Context: an optimization exercise on an open-source flow, tuned for small area and few clock cycles. The choices shown serve that exercise and are no tape-out recipe. The RTL was checked by simulation tests, not by an equivalence proof against the original design. Power figures rest on the tool's default switching activity, not on a simulated workload.

==> run a <==
==> flow/design.v <==
`default_nettype none
module async_mmap #(
  parameter RdLenWidth = 5,   
  parameter LenWidth  = 4,    
  parameter QueueLog  = 2,    
  parameter RdDepthLog = 0,   
  parameter RdSplitLog = 10,  
  parameter WrSplitLog = 5    
) (
  input wire clk,
  input wire rst,  
  input wire [63:0] offset,
  output wire        m_axi_AWVALID,
  input  wire        m_axi_AWREADY,
  output wire [31:0] m_axi_AWADDR,
  output wire [0:0]  m_axi_AWID,
  output wire [7:0]  m_axi_AWLEN,
  output wire [2:0]  m_axi_AWSIZE,
  output wire [1:0]  m_axi_AWBURST,
  output wire [0:0]  m_axi_AWLOCK,
  output wire [3:0]  m_axi_AWCACHE,
  output wire [2:0]  m_axi_AWPROT,
  output wire [3:0]  m_axi_AWQOS,
  output wire        m_axi_WVALID,
  input  wire        m_axi_WREADY,
  output wire [31:0] m_axi_WDATA,
  output wire [3:0]  m_axi_WSTRB,
  output wire        m_axi_WLAST,
  input  wire       m_axi_BVALID,
  output wire       m_axi_BREADY,
  input  wire [1:0] m_axi_BRESP,
  input  wire [0:0] m_axi_BID,
  output wire        m_axi_ARVALID,
  input  wire        m_axi_ARREADY,
  output wire [31:0] m_axi_ARADDR,
  output wire [0:0]  m_axi_ARID,
  output wire [7:0]  m_axi_ARLEN,
  output wire [2:0]  m_axi_ARSIZE,
  output wire [1:0]  m_axi_ARBURST,
  output wire [0:0]  m_axi_ARLOCK,
  output wire [3:0]  m_axi_ARCACHE,
  output wire [2:0]  m_axi_ARPROT,
  output wire [3:0]  m_axi_ARQOS,
  input  wire        m_axi_RVALID,
  output wire        m_axi_RREADY,
  input  wire [31:0] m_axi_RDATA,
  input  wire        m_axi_RLAST,
  input  wire [0:0]  m_axi_RID,
  input  wire [1:0]  m_axi_RRESP,
  input  wire [31:0] read_addr_din,
  input  wire        read_addr_write,
  output wire        read_addr_full_n,
  output wire [31:0] read_data_dout,
  input  wire        read_data_read,
  output wire        read_data_empty_n,
  input  wire [31:0] write_addr_din,
  input  wire        write_addr_write,
  output wire        write_addr_full_n,
  input  wire [31:0] write_data_din,
  input  wire        write_data_write,
  output wire        write_data_full_n,
  output wire [7:0] write_resp_dout,
  input  wire       write_resp_read,
  output wire       write_resp_empty_n
);
  localparam QD = 1 << QueueLog;
  wire ar_free;
  wire [29:0] ar_word;
  wire [RdLenWidth-1:0] ar_len;
  wire ar_valid;
  burst_former #(.LenWidth(RdLenWidth), .SplitLog(RdSplitLog)) read_burst (
    .clk(clk), .rst(rst), .base(offset[31:2]),
    .din(read_addr_din[29:0]), .write(read_addr_write), .full_n(read_addr_full_n),
    .room(1'b1), .emit(), .emit_len(),
    .valid(ar_valid), .ready(m_axi_ARREADY), .word(ar_word), .len(ar_len)
  );
  assign m_axi_ARVALID = ar_valid;
  assign m_axi_ARADDR  = {ar_word, offset[1:0]};
  assign m_axi_ARID    = 1'b0;
  assign m_axi_ARLEN   = {{(8-RdLenWidth){1'b0}}, ar_len};
  assign m_axi_ARSIZE  = 3'd2;
  assign m_axi_ARBURST = 2'd1;
  assign m_axi_ARLOCK  = 1'b0;
  assign m_axi_ARCACHE = 4'b0011;
  assign m_axi_ARPROT  = 3'd0;
  assign m_axi_ARQOS   = 4'd0;
  generate
    if (RdDepthLog == 0) begin : rd_pass
      assign read_data_dout    = m_axi_RDATA;
      assign read_data_empty_n = m_axi_RVALID;
      assign m_axi_RREADY      = read_data_read;
    end else begin : rd_fifo
      localparam RD = 1 << RdDepthLog;
      reg [31:0] mem [0:RD-1];
      reg [RdDepthLog:0] wp, rp;
      wire [RdDepthLog:0] used = wp - rp;
      wire full  = used[RdDepthLog];
      wire push  = m_axi_RVALID && !full;
      wire pop   = read_data_read && (wp != rp);
      always @(posedge clk) begin
        if (rst) begin
          wp <= 0;
          rp <= 0;
        end else begin
          if (push) wp <= wp + 1'b1;
          if (pop)  rp <= rp + 1'b1;
        end
        if (push) mem[wp[RdDepthLog-1:0]] <= m_axi_RDATA;
      end
      assign m_axi_RREADY      = !full;
      assign read_data_empty_n = wp != rp;
      assign read_data_dout    = mem[rp[RdDepthLog-1:0]];
    end
  endgenerate
  reg  [LenWidth-1:0] q_len [0:QD-1];    
  reg  [QueueLog:0]   q_tail, q_w, q_b;   
  wire [QueueLog:0] q_used = q_tail - q_b;
  wire q_room = !q_used[QueueLog];
  wire aw_emit;
  wire [29:0] aw_word;
  wire [LenWidth-1:0] aw_len;
  wire aw_valid;
  wire [LenWidth-1:0] aw_len_next;
  burst_former #(.LenWidth(LenWidth), .SplitLog(WrSplitLog)) write_burst (
    .clk(clk), .rst(rst), .base(offset[31:2]),
    .din(write_addr_din[29:0]), .write(write_addr_write), .full_n(write_addr_full_n),
    .room(q_room), .emit(aw_emit), .emit_len(aw_len_next),
    .valid(aw_valid), .ready(m_axi_AWREADY), .word(aw_word), .len(aw_len)
  );
  assign m_axi_AWVALID = aw_valid;
  assign m_axi_AWADDR  = {aw_word, offset[1:0]};
  assign m_axi_AWID    = 1'b0;
  assign m_axi_AWLEN   = {{(8-LenWidth){1'b0}}, aw_len};
  assign m_axi_AWSIZE  = 3'd2;
  assign m_axi_AWBURST = 2'd1;
  assign m_axi_AWLOCK  = 1'b0;
  assign m_axi_AWCACHE = 4'b0011;
  assign m_axi_AWPROT  = 3'd0;
  assign m_axi_AWQOS   = 4'd0;
  reg        wd_valid;
  reg [31:0] wd_data;
  reg [LenWidth-1:0] w_beat;
  reg        b_done;    
  wire w_known = q_w != q_tail;
  wire w_last  = w_beat == q_len[q_w[QueueLog-1:0]];
  wire w_hs    = wd_valid && w_known && m_axi_WREADY;
  wire d_push  = write_data_write;
  wire b_hs    = m_axi_BVALID && !b_done;
  wire r_pop   = write_resp_read && b_done;
  assign write_data_full_n = !wd_valid || w_hs;
  assign m_axi_WVALID = wd_valid && w_known;
  assign m_axi_WDATA  = wd_data;
  assign m_axi_WSTRB  = 4'b1111;
  assign m_axi_WLAST  = w_last;
  assign m_axi_BREADY = !b_done;
  assign write_resp_empty_n = b_done;
  assign write_resp_dout = {{(8-LenWidth){1'b0}}, q_len[q_b[QueueLog-1:0]]};
  always @(posedge clk) begin
    if (rst) begin
      wd_valid <= 1'b0;
      w_beat   <= {LenWidth{1'b0}};
      q_tail   <= {(QueueLog+1){1'b0}};
      q_w      <= {(QueueLog+1){1'b0}};
      q_b      <= {(QueueLog+1){1'b0}};
      b_done   <= 1'b0;
    end else begin
      if (d_push) wd_valid <= 1'b1;
      else if (w_hs) wd_valid <= 1'b0;
      if (w_hs) begin
        if (w_last) begin
          w_beat <= {LenWidth{1'b0}};
          q_w <= q_w + 1'b1;
        end else begin
          w_beat <= w_beat + 1'b1;
        end
      end
      if (aw_emit) q_tail <= q_tail + 1'b1;
      if (b_hs) b_done <= 1'b1;
      else if (r_pop) b_done <= 1'b0;
      if (r_pop) q_b <= q_b + 1'b1;
    end
    if (d_push) wd_data <= write_data_din;
    if (aw_emit) q_len[q_tail[QueueLog-1:0]] <= aw_len_next;
  end
  wire _unused = &{1'b0, offset[63:32], read_addr_din[31:30], write_addr_din[31:30],
                   m_axi_BRESP, m_axi_BID, m_axi_RLAST, m_axi_RID, m_axi_RRESP, 1'b0};
endmodule   
module burst_former #(
  parameter LenWidth = 5,
  parameter SplitLog = 8     
) (
  input  wire        clk,
  input  wire        rst,
  input  wire [29:0] base,       
  input  wire [29:0] din,        
  input  wire        write,
  output wire        full_n,
  input  wire        room,       
  output wire        emit,       
  output wire [LenWidth-1:0] emit_len,
  output reg                 valid,
  input  wire                ready,
  output reg  [29:0]         word,
  output reg  [LenWidth-1:0] len
);
  reg                run;        
  reg [29:0]         run_addr;   
  reg [LenWidth-1:0] run_len;    
  reg                half;       
  reg                carry;      
  wire slot   = (valid ? ready : !half) && room;
  wire [SplitLog:0] next_lo = run_addr[SplitLog-1:0] + run_len + 1'b1;
  wire extend = run && din[29:SplitLog] == run_addr[29:SplitLog] &&
                next_lo == {1'b0, din[SplitLog-1:0]} && ~&run_len;
  assign full_n = slot;
  assign emit   = run && slot && !(write && extend);
  assign emit_len = run_len;
  wire [14:0] sum_lo, sum_hi;
  wire        carry_lo;
  ripple_add #(.W(15)) add_lo (
    .a(base[14:0]), .b(run_addr[14:0]), .ci(1'b0), .s(sum_lo), .co(carry_lo));
  ripple_add #(.W(15)) add_hi (
    .a(base[29:15]), .b(word[29:15]), .ci(carry), .s(sum_hi), .co());
  always @(posedge clk) begin
    if (rst) begin
      run   <= 1'b0;
      valid <= 1'b0;
      half  <= 1'b0;
    end else begin
      if (write) run <= 1'b1;
      else if (emit) run <= 1'b0;
      half <= emit;
      if (half) valid <= 1'b1;
      else if (ready) valid <= 1'b0;
    end
    if (write) begin
      if (extend) begin
        run_len <= run_len + 1'b1;
      end else begin
        run_addr <= din;
        run_len  <= {LenWidth{1'b0}};
      end
    end
    if (emit) begin
      word  <= {run_addr[29:15], sum_lo};
      carry <= carry_lo;
      len   <= run_len;
    end else if (half) begin
      word[29:15] <= sum_hi;
    end
  end
endmodule   
module ripple_add #(
  parameter W = 8
) (
  input  wire [W-1:0] a,
  input  wire [W-1:0] b,
  input  wire         ci,
  output wire [W-1:0] s,
  output wire         co
);
  wire [W:0] c;
  assign c[0] = ci;
  genvar i;
  generate
    for (i = 0; i < W; i = i + 1) begin : bit_
      wire p = a[i] ^ b[i];
      assign s[i]   = p ^ c[i];
      assign c[i+1] = (a[i] & b[i]) | (p & c[i]);
    end
  endgenerate
  assign co = c[W];
endmodule   
`default_nettype wire
==> flow/flow/run.sh <==
#!/bin/bash
# The standard layout (standard.sh), with these changes:
# - after the standard synthesis, its combinational cells (all but the
#   flip-flops, adders and tie cells, which are kept as they are) are mapped
#   again by ABC for area (flow/remap.abc); registers keep their names and
#   cells;
# - the buffer placed on each input and output port is a buf_1 cell rather
#   than the larger delay buffer that buffer_ports picks by default;
# - constant outputs share their tie cells;
# - clock tree synthesis inserts no dummy loads.
# Each tool's output goes to a log file here: make_synth.log, remap.log,
# make.log (ORFS's own step logs are under orfs/logs).
set -euo pipefail
export BUFFER_PORTS_ARGS="-buffer_cell sky130_fd_sc_hd__buf_1"
export SKIP_REPAIR_TIE_FANOUT=1
export CTS_ARGS="-sink_clustering_enable -repair_clock_nets -dont_use_dummy_load -buf_list {sky130_fd_sc_hd__clkbuf_2 sky130_fd_sc_hd__clkbuf_4} -sink_clustering_size 10 -sink_clustering_max_diameter 40"

plat=${FLOW_PLATFORM:-sky130hd}
res=orfs/results/$plat/async_mmap/base
lib=$FLOW_HOME/platforms/$plat/lib/sky130_fd_sc_hd__tt_025C_1v80.lib

bash standard.sh synth > make_synth.log 2>&1

# abc's arguments of the standard synthesis: its don't-use cells and constraints
abc_line=$(grep -m1 '^abc -script' orfs/logs/$plat/async_mmap/base/1_2_yosys.log)
dont_use=$(grep -o -- '-dont_use [^ ]*' <<< "$abc_line" | tr '\n' ' ')
constr=$(grep -o -- '-constr [^ ]*' <<< "$abc_line")

python3 flow/gen_unmap.py "$lib" unmap.v > gen_unmap.log 2>&1
cp $res/1_2_yosys.v 1_2_yosys_standard.v
cat > remap.ys <<EOY
read_liberty -lib $lib
read_verilog 1_2_yosys_standard.v
hierarchy -top $FLOW_TOP
techmap -map unmap.v
opt -purge
simplemap
opt -purge
abc -script flow/remap.abc -liberty $lib $dont_use $constr
hilomap -singleton -hicell sky130_fd_sc_hd__conb_1 HI -locell sky130_fd_sc_hd__conb_1 LO
splitnets
opt_clean -purge
stat -liberty $lib
write_verilog -noattr -nohex -nodec $res/1_2_yosys.v
EOY
yosys -s remap.ys > remap.log 2>&1
rm -f $res/1_synth.odb $res/1_synth.sdc

bash standard.sh finish > make.log 2>&1
==> flow/flow/gen_unmap.py <==
#!/usr/bin/env python3
# Writes unmap.v: a techmap file turning each combinational sky130hd cell
# (except the adders fa/ha and the tie cell) back into plain logic.
import re, sys
lib = open(sys.argv[1]).read()
out = []
for m in re.finditer(r'\n    cell \("(sky130_fd_sc_hd__\w+)"\) \{', lib):
    name = m.group(1)
    start = m.end()
    nxt = lib.find('\n    cell (', start)
    body = lib[start:nxt if nxt > 0 else len(lib)]
    if re.search(r'\b(ff|latch|statetable)\s*\(', body): continue
    short = name[len('sky130_fd_sc_hd__'):]
    if short.startswith(('fa_', 'ha_', 'conb', 'tap', 'fill', 'decap', 'diode', 'lpflow', 'probe', 'macro')): continue
    pins = re.findall(r'\n        pin \("(\w+)"\) \{(.*?)\n        \}', body, re.S)
    ins, outs = [], []
    for p, pb in pins:
        d = re.search(r'direction : "(\w+)"', pb).group(1)
        if d == 'input': ins.append(p)
        elif d == 'output':
            f = re.search(r'function : "([^"]*)"', pb)
            if not f: break
            outs.append((p, f.group(1)))
    else:
        if not outs or not ins: continue
        def conv(f):
            f = f.replace('!', '~').replace('+', '|').replace('*', '&')
            return f
        ports = ', '.join(ins + [o for o, _ in outs])
        s = f"module \\$__unmap_{short} ({ports});\n"
        s = f"(* techmap_celltype = \"{name}\" *)\nmodule _unmap_{short} ({ports});\n"
        for i in ins: s += f"  input {i};\n"
        for o, f in outs: s += f"  output {o};\n  assign {o} = {conv(f)};\n"
        s += "endmodule\n"
        out.append(s)
open(sys.argv[2], 'w').write('\n'.join(out))

==> flow/flow/remap.abc <==
strash
&get -n
&st
&dch
&nf -R 1000
&put
==> flow/standard.sh <==
#!/bin/bash
# synth_recipe.tcl (not shown) runs the flow's synth.tcl, then flattens the netlist and writes it again
# the make line also repeats each setting of config.mk as NAME=value (left out here)
make -C /OpenROAD-flow-scripts/flow DESIGN_CONFIG=/design/flow/config.mk WORK_HOME=/design/flow/orfs CLKGATE_MAP_FILE= SYNTH_SCRIPT=/design/flow/synth_recipe.tcl "${@:-finish}"
==> flow/config.mk <==
export PLATFORM = sky130hd
export DESIGN_NAME = async_mmap
export DESIGN_NICKNAME = async_mmap
export VERILOG_FILES = /design/flow/design.v
export SDC_FILE = /design/flow/constraint.sdc
export NUM_CORES = 4
export LEC_CHECK = 0
export CAP_MARGIN = 20
export CORE_MARGIN = 2
export CORE_UTILIZATION = 70
export PLACE_DENSITY = 0.8
export SLEW_MARGIN = 20
==> flow/constraint.sdc <==
create_clock -name core_clock -period 8.0 [get_ports {clk}]
set_input_delay 1.6000 -clock core_clock [delete_from_list [all_inputs] [get_ports {clk}]]
set_output_delay 1.6000 -clock core_clock [all_outputs]
set_load 0.01 [all_outputs]
==> run b: changes against run a <==
--- a/flow/design.v
+++ b/flow/design.v
@@ -7,3 +7,3 @@
   parameter RdSplitLog = 10,  
-  parameter WrSplitLog = 5    
+  parameter WrSplitLog = 4    
 ) (
==> flow/flow/run.sh (replaced) <==
#!/bin/bash
# The standard layout (standard.sh), except that the buffer placed on each
# input and output port is a buf_1 cell rather than the larger delay buffer
# that buffer_ports picks by default, and constant outputs share their tie
# cells. make's full output goes to make.log.
set -euo pipefail
export BUFFER_PORTS_ARGS="-buffer_cell sky130_fd_sc_hd__buf_1"
export SKIP_REPAIR_TIE_FANOUT=1
bash standard.sh finish > make.log 2>&1
--- a/flow/config.mk
+++ b/flow/config.mk
@@ -9,4 +9,7 @@
 export CORE_MARGIN = 2
-export CORE_UTILIZATION = 70
-export PLACE_DENSITY = 0.8
+export CORE_UTILIZATION = 50
+export CTS_BUF_LIST = sky130_fd_sc_hd__clkbuf_8
+export CTS_CLUSTER_DIAMETER = 50
+export CTS_CLUSTER_SIZE = 18
+export PLACE_DENSITY = 0.6
 export SLEW_MARGIN = 20
removed: flow/flow/gen_unmap.py
removed: flow/flow/remap.abc
==> run c: changes against run a <==
--- a/flow/flow/run.sh
+++ b/flow/flow/run.sh
@@ -15,3 +15,3 @@
 export SKIP_REPAIR_TIE_FANOUT=1
-export CTS_ARGS="-sink_clustering_enable -repair_clock_nets -dont_use_dummy_load -buf_list {sky130_fd_sc_hd__clkbuf_2 sky130_fd_sc_hd__clkbuf_4} -sink_clustering_size 10 -sink_clustering_max_diameter 40"
+export CTS_ARGS="-sink_clustering_enable -repair_clock_nets -dont_use_dummy_load -buf_list sky130_fd_sc_hd__clkbuf_8 -sink_clustering_size 18 -sink_clustering_max_diameter 50"
 
==> notes <==
In sequential cell count, run c and run b do not differ.
Register-to-register slack, lowest first: run b, run c, run a.
Between run c and run b, the lower combinational power is in run c (gap about 1%, measured against run b).
Cell count: run b > run a > run c.
The lowest sequential share of layout area belongs to run b, the highest to run a.
Area after synthesis: run a is lower than run b (8.5%).
Worst setup slack: run a > run c > run b.
Clock power: run a < run c < run b.
Against run b, the clock skew of run a is higher by 0.054 ns.
==> figures <==
Status: run b no timing/DRC/antenna violations; run a no timing/DRC/antenna violations; run c no timing/DRC/antenna violations
Total Die Area: run b 22500 um^2; run a 14900 um^2; run c 14900 um^2
Worst Setup EP: run b write_burst.word[29]; run a write_burst.word[14]; run c read_burst.word[14]
Power dissipated by switching net loads: run b 0.800 mW; run a 0.686 mW; run c 0.689 mW
Min cycle time layout: run b 7.54 ns; run a 7.17 ns; run c 7.33 ns
M2 GR Usage: run b 35.6%; run a 55.6%; run c 55.4%
Relative contribution of combinational cells to total power: run b 17.0%; run a 19.5%; run c 19.0%
Row cnt: run b 53; run a 43; run c 43
Post-route clock period utilization: run b 94.2%; run a 89.6%; run c 91.6%
Wire length of the first global-routing pass: run b 34600 um; run a 38300 um; run c 38200 um
Power attributed to the clock group: run b 0.897 mW; run a 0.504 mW; run c 0.565 mW
All-layer global routing usage: run b 20.4%; run a 37.2%; run c 37.1%
Hold path endpoint: run b write_burst.valid; run a q_b[1]; run c -
Leakage power: run b 4.23 nW; run a 3.78 nW; run c 3.79 nW
Maximum clock skew at final layout: run b 0.0165 ns; run a 0.0702 ns; run c 0.0435 ns
Count of multi-input gates: run b 365; run a 352; run c 352
Drt wl/cell: run b 19.4 um; run a 25.7 um; run c 26.0 um
Seq area share: run b 51.9%; run a 54.8%; run c 54.6%
First-iteration detailed-routing DRC count: run b 200; run a 621; run c 549
Testbench counts of run a, summed over its fixed seeds: cycles 7,805.
Testbench counts of run b, summed over its fixed seeds: cycles 7,842.
Testbench counts of run c, summed over its fixed seeds: cycles 7,805.

==> re-timing with driven ports <==
The results above use ideal ports. As a check the final layouts listed here were re-extracted and re-timed, cells and wires unchanged.
Step 1 assumes that a clkbuf_16 drives the clock port and a buf_2 every other input.
Step 2 moves the port delays by t, midway between the first and last clock arrival at a register: inputs arrive t later, outputs are due t later. That takes back most of the time a late clock gives input paths.
a / b / c = no drivers / after step 1 / after step 2; a / b = the first two.
run	shift t [ns]	setup slack, ns	latest minus earliest clock arrival (ns)
run a	0.677	0.830 / 0.833 / 0.155	0.070 / 0.071
run b	0.587	0.465 / 0.482 / -0.105	0.017 / 0.016
run c	0.544	0.675 / 0.679 / 0.135	0.054 / 0.054
Met with ideal ports but missed after step 2: setup timing in run b. The setup slack of run a, which loses most, moves by +0.003 ns with the drivers and by -0.675 ns with both steps.
